This is an optimization exercise on Yosys and OpenROAD, whose aim is small area, a short achievable clock period and few clock cycles, not a production implementation. The RTL was checked by simulation tests, not by an equivalence proof against the original design. The clock input has no modelled driver; a real chip could not lean on it and would need a root buffer or a full tree. Power and IR drop assume default switching activity.

## xenon
## S_Axi_Lite
module S_Axi_Lite #(
    parameter integer P_S_AXI_DATA_WIDTH = 32,
    parameter integer P_S_AXI_ADDR_WIDTH = 4
)
(
    input  wire                                S_AXI_ACLK,
    input  wire                                S_AXI_ARESETN,
    input  wire [P_S_AXI_ADDR_WIDTH-1 : 0]     S_AXI_AWADDR,
    input  wire [2 : 0]                        S_AXI_AWPROT,
    input  wire                                S_AXI_AWVALID,
    output wire                                S_AXI_AWREADY,
    input  wire [P_S_AXI_DATA_WIDTH-1 : 0]     S_AXI_WDATA,
    input  wire [(P_S_AXI_DATA_WIDTH/8)-1 : 0] S_AXI_WSTRB,
    input  wire                                S_AXI_WVALID,
    output wire                                S_AXI_WREADY,
    output wire [1 : 0]                        S_AXI_BRESP,
    output wire                                S_AXI_BVALID,
    input  wire                                S_AXI_BREADY,
  ...
clock: 4.0 ns
lec_check: 0
cap_margin: 20
core_margin: 2
core_utilization: 60
setup_slack_margin: 2.35
slew_margin: 20
standard.sh (not shown) runs the stock make flow with config.mk's settings and CLKGATE_MAP_FILE= SYNTH_SCRIPT=/design/flow/synth_recipe.tcl, a recipe that flattens the netlist after the stock synthesis.
==> flow/flow/run.sh <==
#!/bin/bash
# Own layout flow: the standard synthesis (standard.sh synth, unchanged),
# then the gates between the registers re-mapped for area (remap.sh; registers
# untouched, equivalence checked), then the standard layout steps with
# minimum-size port buffers and a balanced two-level clock tree: the clock
# port drives four buf_16, each driving two buf_12, each feeding an equal
# share of the registers, split by recursive bisection (mytree.tcl).
set -euo pipefail
W=$PWD
F=$W/flow
R=$W/orfs/results/sky130hd/S_Axi_Lite/base
mkdir -p "$W/remap"
bash standard.sh synth > "$W/synth.log" 2>&1
cp "$R/1_2_yosys.v" "$W/remap/std_synth.v"
bash "$F/remap.sh" "$W/remap/std_synth.v" "$W/remap/remapped.v" "$W/remap" > "$W/remap.log" 2>&1
cp "$W/remap/remapped.v" "$R/1_2_yosys.v"
rm -f "$R/1_synth.odb" "$R/1_synth.sdc"
export BUFFER_PORTS_ARGS="-buffer_cell sky130_fd_sc_hd__buf_1"
export PRE_CTS_TCL="$F/pre_cts.tcl"
bash standard.sh > "$W/layout.log" 2>&1
==> flow/flow/scripts.abc <==
strash; dch; map -a
strash; dch; amap
strash; dc2; dch; map -a
strash; balance; rewrite; refactor; balance; rewrite -z; rewrite -z; balance; dch; map -a
strash; dch -f; map -a
strash; dch; map -a; strash; dch; amap
strash; dc2; dc2; dch -f; amap
strash; dch -f; amap
strash; dc2; dch -f; map -a
strash; balance; rewrite; refactor; balance; rewrite -z; rewrite -z; balance; dch -f; amap
strash; dc2; dch; amap
strash; dch; amap; strash; dch -f; map -a
Other scripts of this flow, unchanged in this note and not shown: flow/flow/mytree.tcl, flow/flow/pre_cts.tcl, flow/flow/remap.sh
Testbench counts of xenon, summed over its fixed seeds: cycles 784.
diff inputs: xenon => quartz
- SETUP_SLACK_MARGIN: 2.35 -> 2.4
==> flow/flow/scripts.abc <==
strash; dch -f; map -a
[summary]
Comparing the two runs side by side, quartz comes out ahead of xenon on worst hold slack. Compared with xenon, in quartz number of detailed-route iterations in the first pass now smaller, die outline area now larger, signed area change from the synthesized netlist to the final layout now smaller, fraction of layout cells with a size suffix above 1 now larger.
Edits applied to the flow inputs when going from quartz to sierra:
- SETUP_SLACK_MARGIN: 2.4 -> 2.35
==> flow/flow/scripts.abc <==
strash; dch; map -a
strash; dch; amap
strash; dc2; dch; map -a
strash; balance; rewrite; refactor; balance; rewrite -z; rewrite -z; balance; dch; map -a
strash; dch -f; map -a
strash; dch; map -a; strash; dch; amap
strash; dc2; dc2; dch -f; amap
strash; dch -f; amap
strash; dc2; dch -f; map -a
strash; balance; rewrite; refactor; balance; rewrite -z; rewrite -z; balance; dch -f; amap
strash; dc2; dch; amap
strash; dch; amap; strash; dch -f; map -a
strash; collapse; sop; fx; strash; dch; amap
strash; collapse; sop; fx; strash; balance; dch; amap
strash; collapse; sop; fx; strash; dch -f; amap
## What came out
Between quartz and sierra, the difference in sequential power is negligible. sierra has sequential portion of the cell area below what quartz had. The higher power of quartz and sierra is in quartz. quartz -> sierra: sequential cell area flat. In the reports for quartz and sierra, the smaller number of design-rule violations left by the first detailed-router iteration belongs to quartz. In sierra, the horizontal extent of the die came out about 0.9% below the value in quartz. Compared with quartz, sierra has less setup slack. sierra vs. quartz: post-detailed-route via-to-cell ratio shows an increase of 0.39; netlist area before placement shows a reduction of about 1.8%.
No run of this note takes its clock network from TritonCTS; it comes from the design's own scripts or RTL.

* * *

S_Axi_Lite, a different RTL version from the one above (not shown whole).
Size: roughly 380 cells after synthesis, about 180 flip-flops, about 98 I/O pins, ~0.0064 mm² of cells after synthesis.
clock: 4.0 ns
lec_check: 0
cap_margin: 20
core_margin: 2
core_utilization: 40
cts_buf_list: sky130_fd_sc_hd__clkbuf_8
setup_slack_margin: 2.2
slew_margin: 20
run.sh (not shown) runs the stock make flow with config.mk's settings and CLKGATE_MAP_FILE= SYNTH_SCRIPT=/design/flow/synth_recipe.tcl, a recipe that flattens the netlist after the stock synthesis.
Stock flow here: none of the scripts above is used.
Testbench counts at the start, summed over its fixed seeds: cycles 784.
Change:
==> flow/flow/run.sh (new file) <==
#!/bin/bash
# Own layout flow: the standard ORFS flow (standard.sh, standard synthesis
# unchanged) with minimum-size port buffers and a clock tree without dummy loads.
set -euo pipefail
W=$PWD
export BUFFER_PORTS_ARGS="-buffer_cell sky130_fd_sc_hd__buf_1"
export CTS_ARGS="-sink_clustering_enable -repair_clock_nets -dont_use_dummy_load -buf_list sky130_fd_sc_hd__clkbuf_8"
bash standard.sh > "$W/standard.log" 2>&1
==> flow/standard.sh (new file) <==
#!/bin/bash
# synth_recipe.tcl (not shown) runs the flow's synth.tcl, then flattens the netlist and writes it again
# the make line also repeats each setting of config.mk as NAME=value (left out here)
make -C /OpenROAD-flow-scripts/flow DESIGN_CONFIG=/design/flow/config.mk WORK_HOME=/design/flow/orfs CLKGATE_MAP_FILE= SYNTH_SCRIPT=/design/flow/synth_recipe.tcl "${@:-finish}"
- CTS_BUF_LIST: sky130_fd_sc_hd__clkbuf_8 -> unset
removed: flow/run.sh
The changed run completed without violations.
Wire length hardly moves.
Sequential power stays flat.
Global-route usage went up by 0.20 points.
Final area went down by 6.8%.
Via count went down by 3.8%.
Flip-flop and latch count is unchanged.
Final cell count went down by 3.0%.
Sequential share of layout area went up by 4.9 points.
Change:
==> flow/run.sh (new file) <==
#!/bin/bash
# synth_recipe.tcl (not shown) runs the flow's synth.tcl, then flattens the netlist and writes it again
# the make line also repeats each setting of config.mk as NAME=value (left out here)
make -C /OpenROAD-flow-scripts/flow DESIGN_CONFIG=/design/flow/config.mk WORK_HOME=/design/flow/orfs CLKGATE_MAP_FILE= SYNTH_SCRIPT=/design/flow/synth_recipe.tcl finish
- CORE_UTILIZATION: 40 -> 55
- CTS_BUF_LIST: unset -> sky130_fd_sc_hd__clkbuf_4 sky130_fd_sc_hd__clkbuf_8
- CTS_CLUSTER_SIZE: unset -> 30
removed: flow/flow/run.sh
removed: flow/standard.sh
Result:
- total power climbs by 13%
- cell area went up by 7.2%
- via count went up by 3.8%
- cell count goes down by 6.9%
- first-iteration DRC count went down by 18%
- clock-buffer cell count rose by 3

* * *

== run A ==
S_Axi_Lite with an RTL version that a note above also has.
For scale: about 370 cells after synthesis, ~98 I/O pins, about 6100 sq um of cells after synthesis.
Settings: LEC_CHECK=0, CAP_MARGIN=20, CORE_MARGIN=2, CORE_UTILIZATION=60, SETUP_SLACK_MARGIN=2.4, SLEW_MARGIN=20; clock period 4.0 ns.
standard.sh (not shown) runs the stock make flow with config.mk's settings and CLKGATE_MAP_FILE= SYNTH_SCRIPT=/design/flow/synth_recipe.tcl, a recipe that flattens the netlist after the stock synthesis.
==> flow/flow/run.sh <==
#!/bin/bash
# Own layout flow: the standard synthesis (standard.sh synth, unchanged),
# then the gates between the registers re-mapped for area (remap.sh; registers
# untouched, equivalence checked), then the standard layout steps with
# minimum-size port buffers and a two-level clock tree: the clock port drives
# four buf_16, which drive twelve buf_12, each feeding one placement
# cluster of registers (mytree.tcl).
set -euo pipefail
W=$PWD
F=$W/flow
R=$W/orfs/results/sky130hd/S_Axi_Lite/base
mkdir -p "$W/remap"
bash standard.sh synth > "$W/synth.log" 2>&1
cp "$R/1_2_yosys.v" "$W/remap/std_synth.v"
bash "$F/remap.sh" "$W/remap/std_synth.v" "$W/remap/remapped.v" "$W/remap" > "$W/remap.log" 2>&1
cp "$W/remap/remapped.v" "$R/1_2_yosys.v"
rm -f "$R/1_synth.odb" "$R/1_synth.sdc"
export BUFFER_PORTS_ARGS="-buffer_cell sky130_fd_sc_hd__buf_1"
export PRE_CTS_TCL="$F/pre_cts.tcl"
bash standard.sh > "$W/layout.log" 2>&1
==> flow/flow/pre_cts.tcl <==
# Sourced by ORFS's cts.tcl before clock tree synthesis (PRE_CTS_TCL).
# Builds the clock tree here (mytree.tcl) and turns the step's own
# clock_tree_synthesis call into a no-op; the rest of the CTS step
# (legalization, timing repair) runs as usual.
source [file join [file dirname [info script]] mytree.tcl]
my_clock_tree 4 12 sky130_fd_sc_hd__buf_16 sky130_fd_sc_hd__buf_12
proc clock_tree_synthesis {args} {
  puts "clock tree built by flow/mytree.tcl; clock_tree_synthesis skipped"
}
Other scripts of this flow, unchanged in this note and not shown: flow/flow/mytree.tcl, flow/flow/remap.sh, flow/flow/scripts.abc
No stage failed in run A, and the final checks on the layout all came back clean.
Testbench counts of run A, summed over its fixed seeds: cycles 784.
Input changes introduced in run B (baseline for comparison: run A):
# run A
export LEC_CHECK = 0
export CAP_MARGIN = 20
export CORE_MARGIN = 2
export CORE_UTILIZATION = 60
export SETUP_SLACK_MARGIN = 2.4
export SLEW_MARGIN = 20
create_clock -name core_clock -period 4.0 [get_ports {S_AXI_ACLK}]
# run B
export LEC_CHECK = 0
export CAP_MARGIN = 20
export CORE_MARGIN = 2
export CORE_UTILIZATION = 50
export SETUP_SLACK_MARGIN = 2.35
export SLEW_MARGIN = 20
create_clock -name core_clock -period 4.0 [get_ports {S_AXI_ACLK}]
diff --git a/flow/flow/run.sh b/flow/flow/run.sh
--- a/flow/flow/run.sh
+++ b/flow/flow/run.sh
@@ -6 +6 @@
-# four buf_16, which drive twelve buf_12, each feeding one placement
+# four clkbuf_16, which drive eight clkbuf_16, each feeding one placement
diff --git a/flow/flow/pre_cts.tcl b/flow/flow/pre_cts.tcl
--- a/flow/flow/pre_cts.tcl
+++ b/flow/flow/pre_cts.tcl
@@ -6 +6 @@
-my_clock_tree 4 12 sky130_fd_sc_hd__buf_16 sky130_fd_sc_hd__buf_12
+my_clock_tree 4 8 sky130_fd_sc_hd__clkbuf_16 sky130_fd_sc_hd__clkbuf_16
==> comparison <==
Looking at final period utilization, run B sits 0.62 points higher than run A does. [compare] base=run A new=run B: global routing usage on met3 went down by 0.61 points; sum of routed wire length over all layers went down by about 2%; number of gates resized after cts went down by 9; total iterations of the first detailed-routing run went down by 2.
Modified inputs, run C compared to run B
# run B
export LEC_CHECK = 0
export CAP_MARGIN = 20
export CORE_MARGIN = 2
export CORE_UTILIZATION = 50
export SETUP_SLACK_MARGIN = 2.35
export SLEW_MARGIN = 20
create_clock -name core_clock -period 4.0 [get_ports {S_AXI_ACLK}]
# run C
export LEC_CHECK = 0
export CAP_MARGIN = 20
export CORE_MARGIN = 2
export CORE_UTILIZATION = 60
export SETUP_SLACK_MARGIN = 2.4
export SLEW_MARGIN = 20
create_clock -name core_clock -period 4.0 [get_ports {S_AXI_ACLK}]
==> summary.txt <==
- Run C finished every stage and its layout cleared the timing, design-rule and antenna checks.
- Re signed area change from the synthesized netlist to the final layout: run C is 2.2 points up on run B.
- Run C against run B: total number of placement rows lost about 10%, total power of the final layout stayed essentially flat.
- Run comparison: run C endpoint of the worst setup timing path S_AXI_RDATA[1]; run B endpoint of the worst setup timing path S_AXI_RDATA[23]
- Any difference in clock insertion delay at the later pin of the skew report between run B and run C is small enough to ignore.
- On run C: minimum hold slack is 0.0065 ns higher than what run B gave.
- Die: run C smaller than run B
- Detailed-routing wirelength on met1 delta (run C -> run B): insignificant
- Relative to run B, final area increased by 1.9% in run C.
The inputs of run D differ from those of run C as listed below.
# run C
export LEC_CHECK = 0
export CAP_MARGIN = 20
export CORE_MARGIN = 2
export CORE_UTILIZATION = 60
export SETUP_SLACK_MARGIN = 2.4
export SLEW_MARGIN = 20
create_clock -name core_clock -period 4.0 [get_ports {S_AXI_ACLK}]
# run D
export LEC_CHECK = 0
export CAP_MARGIN = 20
export CORE_MARGIN = 2
export CORE_UTILIZATION = 60
export SETUP_SLACK_MARGIN = 2.35
export SLEW_MARGIN = 20
export TNS_END_PERCENT = 20
create_clock -name core_clock -period 4.0 [get_ports {S_AXI_ACLK}]
Findings:
Run C did not stop at any stage, and its layout met the timing, design-rule and antenna checks.
Run D finished every step from synthesis to the final layout, and the layout passed the timing, design-rule and antenna checks.
Sort run C and run D by global-route usage, descending, and run C comes first.
Total power of the final layout in run D is about 0.6% below run C.
In the flow results for run C and run D, the share of post-route cells with drive strength above 1 is smaller on run D.
Higher number of cells upsized or downsized after cts among run C and run D: run C
For run E, these inputs were changed with respect to run D:
# run D
export LEC_CHECK = 0
export CAP_MARGIN = 20
export CORE_MARGIN = 2
export CORE_UTILIZATION = 60
export SETUP_SLACK_MARGIN = 2.35
export SLEW_MARGIN = 20
export TNS_END_PERCENT = 20
create_clock -name core_clock -period 4.0 [get_ports {S_AXI_ACLK}]
# run E
export LEC_CHECK = 0
export CAP_MARGIN = 20
export CORE_MARGIN = 2
export CORE_UTILIZATION = 60
export SETUP_SLACK_MARGIN = 2.3
export SLEW_MARGIN = 20
create_clock -name core_clock -period 4.0 [get_ports {S_AXI_ACLK}]
==> summary.txt <==
Side by side, fmax turned out higher in run E than in run D. The run showing the greater sequential share of layout area is run E. Going from run D to run E, share of the clock period used by the worst path down 2.9 points; post-route cell area down about 0.5%; share of total power in combinational logic flat. The end of the critical path comes out r_reg0[20]$_DFFE_PP_ in one run and r_reg3[3]$_DFFE_PP_ in the other, namely in run E and run D respectively.
In every run of this note, the design's own scripts or RTL, not TritonCTS, make the clock network.

* * *

oak:
S_Axi_Lite again, from the RTL that the note above started with.
export LEC_CHECK = 0
export CAP_MARGIN = 20
export CORE_MARGIN = 2
export CORE_UTILIZATION = 60
export SETUP_SLACK_MARGIN = 2.45
export SLEW_MARGIN = 20
export TNS_END_PERCENT = 5
create_clock -name core_clock -period 4.0 [get_ports {S_AXI_ACLK}]
==> flow/flow/run.sh <==
#!/bin/bash
# Own layout flow: the standard synthesis (standard.sh synth, unchanged),
# then the gates between the registers re-mapped for area (remap.sh; registers
# untouched, equivalence checked), then the standard layout steps with
# minimum-size port buffers and a two-level clock tree: the clock port drives
# four clkbuf_16, which drive eight clkbuf_16, each feeding one placement
# cluster of registers (mytree.tcl).
set -euo pipefail
W=$PWD
F=$W/flow
R=$W/orfs/results/sky130hd/S_Axi_Lite/base
mkdir -p "$W/remap"
bash standard.sh synth > "$W/synth.log" 2>&1
cp "$R/1_2_yosys.v" "$W/remap/std_synth.v"
bash "$F/remap.sh" "$W/remap/std_synth.v" "$W/remap/remapped.v" "$W/remap" > "$W/remap.log" 2>&1
cp "$W/remap/remapped.v" "$R/1_2_yosys.v"
rm -f "$R/1_synth.odb" "$R/1_synth.sdc"
export BUFFER_PORTS_ARGS="-buffer_cell sky130_fd_sc_hd__buf_1"
export PRE_CTS_TCL="$F/pre_cts.tcl"
bash standard.sh > "$W/layout.log" 2>&1
==> flow/flow/pre_cts.tcl <==
# Sourced by ORFS's cts.tcl before clock tree synthesis (PRE_CTS_TCL).
# Builds the clock tree here (mytree.tcl) and turns the step's own
# clock_tree_synthesis call into a no-op; the rest of the CTS step
# (legalization, timing repair) runs as usual.
source [file join [file dirname [info script]] mytree.tcl]
my_clock_tree 4 8 sky130_fd_sc_hd__clkbuf_16 sky130_fd_sc_hd__clkbuf_16
proc clock_tree_synthesis {args} {
  puts "clock tree built by flow/mytree.tcl; clock_tree_synthesis skipped"
}
Other scripts of this flow, unchanged in this note and not shown: flow/flow/mytree.tcl, flow/flow/remap.sh, flow/flow/scripts.abc
The flow did not stop early for oak: all stages ran, and the layout cleared the timing, design-rule and antenna checks.
Testbench counts of oak, summed over its fixed seeds: cycles 784.
diff inputs: oak => pine
# oak
export LEC_CHECK = 0
export CAP_MARGIN = 20
export CORE_MARGIN = 2
export CORE_UTILIZATION = 60
export SETUP_SLACK_MARGIN = 2.45
export SLEW_MARGIN = 20
export TNS_END_PERCENT = 5
create_clock -name core_clock -period 4.0 [get_ports {S_AXI_ACLK}]
# pine
export LEC_CHECK = 0
export CAP_MARGIN = 20
export CORE_MARGIN = 2
export CORE_UTILIZATION = 60
export SETUP_SLACK_MARGIN = 2.35
export SLEW_MARGIN = 20
create_clock -name core_clock -period 4.0 [get_ports {S_AXI_ACLK}]
Findings:
- Cell leakage power: pine vs oak down 0.000050 µW
- Arrival time at the worst endpoint in pine vs oak: down 1120 ps
- Diff oak..pine | cell area after technology mapping | unchanged
- oak: no failed stages, no open violations at the end
- The final layout from pine, which completed every stage, passed the timing, design-rule and antenna checks at the end of the flow.
Here is what was changed in the inputs of birch compared with pine.
# pine
export LEC_CHECK = 0
export CAP_MARGIN = 20
export CORE_MARGIN = 2
export CORE_UTILIZATION = 60
export SETUP_SLACK_MARGIN = 2.35
export SLEW_MARGIN = 20
create_clock -name core_clock -period 4.0 [get_ports {S_AXI_ACLK}]
# birch
export LEC_CHECK = 0
export CAP_MARGIN = 20
export CORE_MARGIN = 2
export CORE_UTILIZATION = 70
export SETUP_SLACK_MARGIN = 2.35
export SLEW_MARGIN = 20
create_clock -name core_clock -period 4.0 [get_ports {S_AXI_ACLK}]
--- outcome ---
The flow did not stop early for birch: all stages ran, and the layout cleared the timing, design-rule and antenna checks.
[compare] base=pine new=birch: global-route wire length before repair went up, initial core utilization went up, clock skew went up, highest ir drop seen on vdd went up.
Modified inputs, maple compared to birch
# birch
export LEC_CHECK = 0
export CAP_MARGIN = 20
export CORE_MARGIN = 2
export CORE_UTILIZATION = 70
export SETUP_SLACK_MARGIN = 2.35
export SLEW_MARGIN = 20
create_clock -name core_clock -period 4.0 [get_ports {S_AXI_ACLK}]
# maple
export LEC_CHECK = 0
export CAP_MARGIN = 20
export CORE_MARGIN = 2
export CORE_UTILIZATION = 60
export SETUP_SLACK_MARGIN = 2.45
export SLEW_MARGIN = 20
create_clock -name core_clock -period 4.0 [get_ports {S_AXI_ACLK}]
-- flow/flow/run.sh --
<<< birch, line 5
# minimum-size port buffers and a two-level clock tree: the clock port drives
# four clkbuf_16, which drive eight clkbuf_16, each feeding one placement
# cluster of registers (mytree.tcl).
>>> maple, line 5
# minimum-size port buffers and a two-level clock tree: the clock port drives
# four clkbuf_16, which drive ten clkbuf_16, each feeding one placement
# cluster of registers (mytree.tcl).
-- flow/flow/pre_cts.tcl --
<<< birch, line 5
source [file join [file dirname [info script]] mytree.tcl]
my_clock_tree 4 8 sky130_fd_sc_hd__clkbuf_16 sky130_fd_sc_hd__clkbuf_16
proc clock_tree_synthesis {args} {
>>> maple, line 5
source [file join [file dirname [info script]] mytree.tcl]
my_clock_tree 4 10 sky130_fd_sc_hd__clkbuf_16 sky130_fd_sc_hd__clkbuf_16
proc clock_tree_synthesis {args} {
Notes after the runs:
birch and maple all finish clean. Between birch and maple, total net switching power is higher for maple, birch comes in under that. birch ended up with fewer cell instances than maple did. The net total in the final layout of maple exceeds that of birch by 3. Compared with birch, maple shows a higher layout-stage area growth over the synthesis result. maple vs birch on maximum resistive drop on vdd: maple is the lower one. Number of iterations in the first detailed-routing pass: maple vs birch down 2. Static leakage in maple is about 8% above birch. Going from birch to maple, the met1 track demand over resource in global routing was found to have gone down by 0.67 points. Total wire length after detailed routing in maple is 370 µm lower than in birch. Wire length on met2 in maple is 9.7% lower than in birch.
What cedar does differently from maple at the input level:
# maple
export LEC_CHECK = 0
export CAP_MARGIN = 20
export CORE_MARGIN = 2
export CORE_UTILIZATION = 60
export SETUP_SLACK_MARGIN = 2.45
export SLEW_MARGIN = 20
create_clock -name core_clock -period 4.0 [get_ports {S_AXI_ACLK}]
# cedar
export LEC_CHECK = 0
export CAP_MARGIN = 20
export CORE_MARGIN = 2
export CORE_UTILIZATION = 60
export SETUP_SLACK_MARGIN = 2.35
export SLEW_MARGIN = 20
create_clock -name core_clock -period 4.0 [get_ports {S_AXI_ACLK}]
-- flow/flow/run.sh --
<<< maple, line 5
# minimum-size port buffers and a two-level clock tree: the clock port drives
# four clkbuf_16, which drive ten clkbuf_16, each feeding one placement
# cluster of registers (mytree.tcl).
>>> cedar, line 5
# minimum-size port buffers and a two-level clock tree: the clock port drives
# four buf_16, which drive twelve buf_12, each feeding one placement
# cluster of registers (mytree.tcl).
-- flow/flow/pre_cts.tcl --
<<< maple, line 5
source [file join [file dirname [info script]] mytree.tcl]
my_clock_tree 4 10 sky130_fd_sc_hd__clkbuf_16 sky130_fd_sc_hd__clkbuf_16
proc clock_tree_synthesis {args} {
>>> cedar, line 5
source [file join [file dirname [info script]] mytree.tcl]
my_clock_tree 4 12 sky130_fd_sc_hd__buf_16 sky130_fd_sc_hd__buf_12
proc clock_tree_synthesis {args} {
Findings:
- cedar completed every stage of the flow, and the final layout passed the timing, design-rule and antenna checks.
- First-pass GRT wire length was lower in maple than in cedar.
- Net total in the final layout delta for cedar relative to maple: 9 lower
- Between maple and cedar, worst path setup slack after routing is higher for maple, cedar comes in under that.
- Register share of the cell area sits higher in cedar than in maple.
- Looking at kind of critical path, the reg -> out result is from cedar; the in -> reg one comes from maple.
- Looking only at core utilization, and setting everything else aside, the higher value of maple and cedar goes to maple.
- In the metrics for maple and cedar, the one carrying the lower final instance count without filler cells is cedar.
- cedar improves on maple in final area.
- Between maple and cedar, the difference in via density per instance is negligible.
- Routed wire length (cedar over maple): decrease, about 4.6%
In every run of this note, the design's own scripts or RTL, not TritonCTS, make the clock network.

separate check: timing with driven ports:
The results above use ideal ports. As a check the final layouts listed here were re-extracted and re-timed, cells and wires unchanged.
Step 1 (the two cells are an assumption about what drives the block):
set clk [get_ports {S_AXI_ACLK}]
set_driving_cell -lib_cell sky130_fd_sc_hd__clkbuf_16 $clk
set_driving_cell -lib_cell sky130_fd_sc_hd__buf_2 [delete_from_list [all_inputs] $clk]
Step 2, shift: input delay + t, output delay - t, t = (earliest + latest rising clock arrival at the registers) / 2. This alone moves slack from input paths to output paths.
Three values: ideal ports, drivers, drivers and shift; two values: the first two.
run | shift t [ns] | setup slack, ns | worst setup path after step 2 | worst register clock-pin slew, ns | worst slew at a driven data input, ns
xenon | 0.334 | 2.415 / 2.310 / 2.181 | input to register | 0.09 / 0.09 | 0.05
quartz | 0.336 | 2.424 / 2.317 / 2.252 | input to register | 0.09 / 0.09 | 0.06
sierra | 0.337 | 2.217 / 2.301 / 1.965 | input to register | 0.09 / 0.09 | 0.05
the first run of note 2 | 0.480 | 2.164 / 2.129 / 1.817 | input to register | 0.09 / 0.09 | 0.05
the second run of note 2 | 0.468 | 2.201 / 2.165 / 1.817 | input to register | 0.08 / 0.08 | 0.06
the third run of note 2 | 0.483 | 2.172 / 2.138 / 1.812 | input to register | 0.08 / 0.08 | 0.05
run A | 0.334 | 2.400 / 2.311 / 2.153 | input to register | 0.08 / 0.08 | 0.05
run B | 0.357 | 2.375 / 2.296 / 2.103 | input to register | 0.10 / 0.10 | 0.06
run C | 0.361 | 2.423 / 2.342 / 2.125 | input to register | 0.10 / 0.10 | 0.05
run D | 0.360 | 2.218 / 2.220 / 1.920 | input to register | 0.10 / 0.10 | 0.05
run E | 0.362 | 2.335 / 2.258 / 2.034 | input to register | 0.10 / 0.10 | 0.05
oak | 0.356 | 2.276 / 2.254 / 1.971 | input to register | 0.09 / 0.09 | 0.05
pine | 0.367 | 2.389 / 2.302 / 2.099 | input to register | 0.12 / 0.12 | 0.05
birch | 0.367 | 2.369 / 2.290 / 2.121 | input to register | 0.11 / 0.11 | 0.07
maple | 0.360 | 2.448 / 2.372 / 2.150 | input to register | 0.09 / 0.09 | 0.05
cedar | 0.342 | 2.376 / 2.275 / 2.152 | input to register | 0.09 / 0.09 | 0.05
After both steps every run listed still meets setup and hold. For the second run of note 2, which loses most, drivers alone change the setup slack by -0.036 ns; drivers and shift together by -0.384 ns.
